Source: an optimization exercise on an open RTL-to-GDS flow (aim: small area and a short achievable clock period). Production flows keep margins and buffers that such runs may drop.
At most, simulation tests tie the RTL to the original design; equivalence was not proved.
Power figures rest on the tool's default switching activity, not on a simulated workload.

==> flow/design.v (excerpt) <==
module datapath (clk, writenum, readnum, write, datapath_in, vsel, loada, loadb, loadc, shift, asel, bsel, ALUop, loads, Z_out, datapath_out);
Size: about 760 cells after synthesis, ~180 flip-flops, roughly 52 I/O pins, about 9100 um2 of cells after synthesis.
Settings: LEC_CHECK=0, CAP_MARGIN=20, CORE_MARGIN=2, CORE_UTILIZATION=60, CTS_BUF_LIST=sky130_fd_sc_hd__clkbuf_4 sky130_fd_sc_hd__clkbuf_8, SETUP_SLACK_MARGIN=2.9, SLEW_MARGIN=20, SYNTH_HIERARCHICAL=1, SYNTH_MINIMUM_KEEP_SIZE=0; clock period 5.5 ns.
standard.sh (not shown) runs the stock make flow with config.mk's settings and CLKGATE_MAP_FILE= SYNTH_SCRIPT=/design/flow/synth_recipe.tcl, a recipe that flattens the netlist after the stock synthesis.
==> flow/flow/run.sh <==
#!/bin/bash
# The standard layout (standard.sh), with every input and output port
# buffered by a buf_2 cell instead of the buffer the resizer picks by default.
set -euo pipefail
bash standard.sh 'BUFFER_PORTS_ARGS=-buffer_cell sky130_fd_sc_hd__buf_2' finish > make.log 2>&1
==> next run, changes <==
--- a/flow/design.v
+++ b/flow/design.v
@@ -1,45 +1,48 @@
 module ALU(Aq, Bq, Cq, Sq, imm, shift, asel, bsel, ALUop, loadc, loads, Cn, Sn);
   input  [15:0] Aq, Bq, Cq;
   input  [4:0]  imm;
   input  [1:0]  shift, ALUop;
   input         Sq, asel, bsel, loadc, loads;
   output [15:0] Cn;
   output        Sn;
-  wire [3:0] s0, sl, sr, asb, subb, nokill, kz;   
+  wire [3:0] s0, sl, sr, pa, subb, nokill, kz;   
   wire s15;
   bdec15 ud15 (.bsel(bsel), .sh(shift), .s15(s15));
   wire op0b, op1b, ldcb;
   gm_buf ub0 (.a(ALUop[0]), .y(op0b));
   gm_buf ub1 (.a(ALUop[1]), .y(op1b));
   gm_buf ubc (.a(loadc), .y(ldcb));
   wire [1:0] opb = {op1b, op0b};
   genvar i;
   generate
     for (i = 0; i < 4; i = i + 1) begin : dec
       bdec ud (.bsel(bsel), .sh(shift), .s0(s0[i]), .sl(sl[i]), .sr(sr[i]));
-      gm_buf uas (.a(asel), .y(asb[i]));
+      gm_xnor2 upa (.a(asel), .b(ALUop[0]), .y(pa[i]));
       gm_buf usb (.a(ALUop[0]), .y(subb[i]));
       gm_andn unk (.an(ALUop[1]), .b(loadc), .y(nokill[i]));
       gm_or2 ukz (.a(ALUop[1]), .b(ALUop[0]), .y(kz[i]));
     end
   endgenerate
   wire [15:0] An  = ~Aq;
+  wire [15:0] Ain = Aq & {16{~asel}};
   wire [16:0] bx  = {1'b0, Bq, 1'b0};
-  wire [15:0] Ain, Bin, Bz, By, ai, g, t, xn, nd, wn, rn, zb;
+  wire [15:0] Bin, Bz, By, ai, g, t, xn, nd, wn, rn, zb;
   generate
     for (i = 0; i < 16; i = i + 1) begin : b
       localparam integer D = i / 4;
-      gm_nor2 uan (.a(An[i]), .b(asb[D]), .y(Ain[i]));
-      gm_xor2 ua (.a(Ain[i]), .b(subb[D]), .y(ai[i]));
+      wire na0, na1;
+      gm_nand2 ua0 (.a(Aq[i]), .b(pa[D]), .y(na0));
+      gm_nand2 ua1 (.a(An[i]), .b(subb[D]), .y(na1));
+      gm_nand2 ua (.a(na0), .b(na1), .y(ai[i]));
       if (i < 5) begin : lo
         wire n0, n1, n2, n3;
         gm_nand2 u0 (.a(s0[D]), .b(bx[i+1]), .y(n0));
         gm_nand2 u1 (.a(sl[D]), .b(bx[i]), .y(n1));
         gm_nand2 u2 (.a(sr[D]), .b(bx[i+2]), .y(n2));
         gm_nand2 u3 (.a(bsel), .b(imm[i]), .y(n3));
         gm_nand4 ub (.a(n0), .b(n1), .c(n2), .d(n3), .y(Bin[i]));
         gm_nand4 uz (.a(n0), .b(n1), .c(n2), .d(n3), .y(Bz[i]));
         gm_nand4 uy (.a(n0), .b(n1), .c(n2), .d(n3), .y(By[i]));
       end else if (i < 15) begin : mid
         wire n0, n1, n2;
         gm_nand2 u0 (.a(s0[D]), .b(bx[i+1]), .y(n0));
@@ -271,29 +274,24 @@
   assign y = ~(a & b & c & d);
 endmodule
 module gm_or2(a, b, y);
   input a, b;
   output y;
   assign y = a | b;
 endmodule
 module gm_nor2(a, b, y);
   input a, b;
   output y;
   assign y = ~(a | b);
 endmodule
-module gm_xor2(a, b, y);
-  input a, b;
-  output y;
-  assign y = a ^ b;
-endmodule
 module gm_xnor2(a, b, y);
   input a, b;
   output y;
   assign y = ~(a ^ b);
 endmodule
 module gm_nand2(a, b, y);
   input a, b;
   output y;
   assign y = ~(a & b);
 endmodule
 module gm_nand3(a, b, c, y);
   input a, b, c;
Result: The changed run finished with timing, DRC and antenna clean. Sequential power barely changes. Critical path depth is unchanged. Combinational power shrinks by about 1%. Total power shrinks by 2.7%. Wire length climbs by 4.5%.

* * *

Setup of the previous run:
datapath, a different RTL version from the one above (not shown whole).
For scale: ~720 cells after synthesis, roughly 52 I/O pins, about 8700 um2 of cells after synthesis.
==> flow/design.v (excerpt) <==
module datapath (clk, writenum, readnum, write, datapath_in, vsel, loada, loadb, loadc, shift, asel, bsel, ALUop, loads, Z_out, datapath_out);
clock: 5.5 ns
lec_check: 0
cap_margin: 20
core_margin: 2
core_utilization: 60
cts_buf_list: sky130_fd_sc_hd__clkbuf_4 sky130_fd_sc_hd__clkbuf_8
setup_slack_margin: 2.9
slew_margin: 20
synth_hierarchical: 1
synth_minimum_keep_size: 0
Scripts as last shown in full above: flow/flow/run.sh
Edits applied to the flow inputs when going from the previous run to the current run:
--- a/flow/design.v
+++ b/flow/design.v
@@ -1,76 +1,73 @@
 module ALU(Aq, Bq, Cq, Sq, imm, shift, asel, bsel, ALUop, loadc, loads, Cn, Sn);
   input  [15:0] Aq, Bq, Cq;
   input  [4:0]  imm;
   input  [1:0]  shift, ALUop;
   input         Sq, asel, bsel, loadc, loads;
   output [15:0] Cn;
   output        Sn;
-  wire [1:0] s0, sl, sr, asb, subb, nokill, kz;   
+  wire [3:0] s0, sl, sr, asb, subb, nokill, kz;   
   wire s15;
   bdec15 ud15 (.bsel(bsel), .sh(shift), .s15(s15));
   wire op0b, op1b, ldcb;
   gm_buf ub0 (.a(ALUop[0]), .y(op0b));
   gm_buf ub1 (.a(ALUop[1]), .y(op1b));
   gm_buf ubc (.a(loadc), .y(ldcb));
   wire [1:0] opb = {op1b, op0b};
   genvar i;
   generate
-    for (i = 0; i < 2; i = i + 1) begin : dec
+    for (i = 0; i < 4; i = i + 1) begin : dec
       bdec ud (.bsel(bsel), .sh(shift), .s0(s0[i]), .sl(sl[i]), .sr(sr[i]));
       gm_buf uas (.a(asel), .y(asb[i]));
       gm_buf usb (.a(ALUop[0]), .y(subb[i]));
       gm_andn unk (.an(ALUop[1]), .b(loadc), .y(nokill[i]));
       gm_or2 ukz (.a(ALUop[1]), .b(ALUop[0]), .y(kz[i]));
     end
   endgenerate
   wire [15:0] An  = ~Aq;
   wire [16:0] bx  = {1'b0, Bq, 1'b0};
-  wire [15:0] Ain, Bin, Bz, ai, g, t, xn, nd, wn, rn, zb;
+  wire [15:0] Ain, Bin, ai, g, t, xn, nd, wn, rn, zb;
   generate
     for (i = 0; i < 16; i = i + 1) begin : b
-      localparam integer D = i / 8;
+      localparam integer D = i / 4;
       gm_nor2 uan (.a(An[i]), .b(asb[D]), .y(Ain[i]));
       gm_xor2 ua (.a(Ain[i]), .b(subb[D]), .y(ai[i]));
       if (i < 5) begin : lo
         wire n0, n1, n2, n3;
         gm_nand2 u0 (.a(s0[D]), .b(bx[i+1]), .y(n0));
         gm_nand2 u1 (.a(sl[D]), .b(bx[i]), .y(n1));
         gm_nand2 u2 (.a(sr[D]), .b(bx[i+2]), .y(n2));
         gm_nand2 u3 (.a(bsel), .b(imm[i]), .y(n3));
         gm_nand4 ub (.a(n0), .b(n1), .c(n2), .d(n3), .y(Bin[i]));
-        gm_nand4 uz (.a(n0), .b(n1), .c(n2), .d(n3), .y(Bz[i]));
       end else if (i < 15) begin : mid
         wire n0, n1, n2;
         gm_nand2 u0 (.a(s0[D]), .b(bx[i+1]), .y(n0));
         gm_nand2 u1 (.a(sl[D]), .b(bx[i]), .y(n1));
         gm_nand2 u2 (.a(sr[D]), .b(bx[i+2]), .y(n2));
         gm_nand3 ub (.a(n0), .b(n1), .c(n2), .y(Bin[i]));
-        gm_nand3 uz (.a(n0), .b(n1), .c(n2), .y(Bz[i]));
       end else begin : top
         wire n0, n1;
         gm_nand2 u0 (.a(s15), .b(bx[i+1]), .y(n0));
         gm_nand2 u1 (.a(sl[D]), .b(bx[i]), .y(n1));
         gm_nand2 ub (.a(n0), .b(n1), .y(Bin[i]));
-        gm_nand2 uz (.a(n0), .b(n1), .y(Bz[i]));
       end
       gm_nand3 ug (.a(Bin[i]), .b(ai[i]), .c(nokill[D]), .y(g[i]));
       gm_nor2 ut (.a(Bin[i]), .b(ai[i]), .y(t[i]));
-      gm_xnor2 ux (.a(Ain[i]), .b(Bz[i]), .y(xn[i]));
-      gm_nand2 un (.a(Ain[i]), .b(Bz[i]), .y(nd[i]));
+      gm_xnor2 ux (.a(Ain[i]), .b(Bin[i]), .y(xn[i]));
+      gm_nand2 un (.a(Ain[i]), .b(Bin[i]), .y(nd[i]));
       if (i == 0) begin : z0
         gm_inv uz (.a(xn[0]), .y(wn[0]));
       end else begin : zi
         zx uz (.q(xn[i]), .tn(t[i-1]), .kn(kz[D]), .y(wn[i]));
       end
-      gm_mux2i ur (.s(op0b), .a0(nd[i]), .a1(Bz[i]), .y(rn[i]));
+      gm_mux2i ur (.s(op0b), .a0(nd[i]), .a1(Bin[i]), .y(rn[i]));
       gm_mux2i uq (.s(op1b), .a0(wn[i]), .a1(rn[i]), .y(zb[i]));
     end
   endgenerate
   wire [15:0] y   = op1b ? rn : ~xn;
   wire [15:0] yc  = ldcb ? y : Cq;
   wire        sq  = ~(~loads & Sq);
   wire g1_1;
   wire g1_3;
   wire t1_3;
   wire g1_5;
   wire t1_5;
==> notes.md <==
The current run: switching share of total power 0.40 points above the previous run
Delay of the slowest cell on the worst path for the current run: 80 ps down relative to the previous run
Total power of the final layout, the current run and the previous run, higher one = the current run.
Diff the previous run -> the current run | via count | decrease of 35
Comparing the current run and the previous run, clock network power share is higher on the current run.
CTS clock-pin slew for the worst setup and hold paths: the previous run vs the current run — no meaningful difference
Final cell area excluding filler cells: the current run > the previous run
Cmp the current run vs the previous run: sequential share of layout area lower in the current run
The previous run → the current run: final-layout worst hold slack now sits higher, share of power burned in combinational logic moved up.
No run of this note included a check of the RTL's function; only the layout flow was run.

## port drivers added, routing unchanged
The flow's constraints put no driver on any port. The routed layouts listed below were extracted and timed again, unchanged, in two steps. Step 1, drivers: a clkbuf_16 drives clk and a buf_2 each remaining input, both assumed. Step 2 also shifts input and output timing later by t, the mid clock arrival at the registers, as if the neighbouring blocks saw the same clock. Slacks: ideal / step 1 / step 2; pairs: ideal / step 1.
run	shift t [ns]	setup WS [ns]	hold WS [ns]	worst register clock-pin slew, ns	pins driven straight from the clock port
the first run of note 1	0.489	2.968 / 2.958 / 2.469	0.497 / 0.497 / 0.497	0.10 / 0.10	1
the second run of note 1	0.494	3.008 / 2.982 / 2.487	0.489 / 0.489 / 0.489	0.10 / 0.10	1
the previous run	0.508	2.951 / 2.956 / 2.448	0.486 / 0.486 / 0.486	0.10 / 0.10	1
the current run	0.484	2.989 / 2.993 / 2.508	0.497 / 0.497 / 0.497	0.11 / 0.11	1
After both steps setup and hold are still met in every run listed. The setup slack of the second run of note 1, which loses most, moves by -0.026 ns with the drivers and by -0.521 ns with both steps.
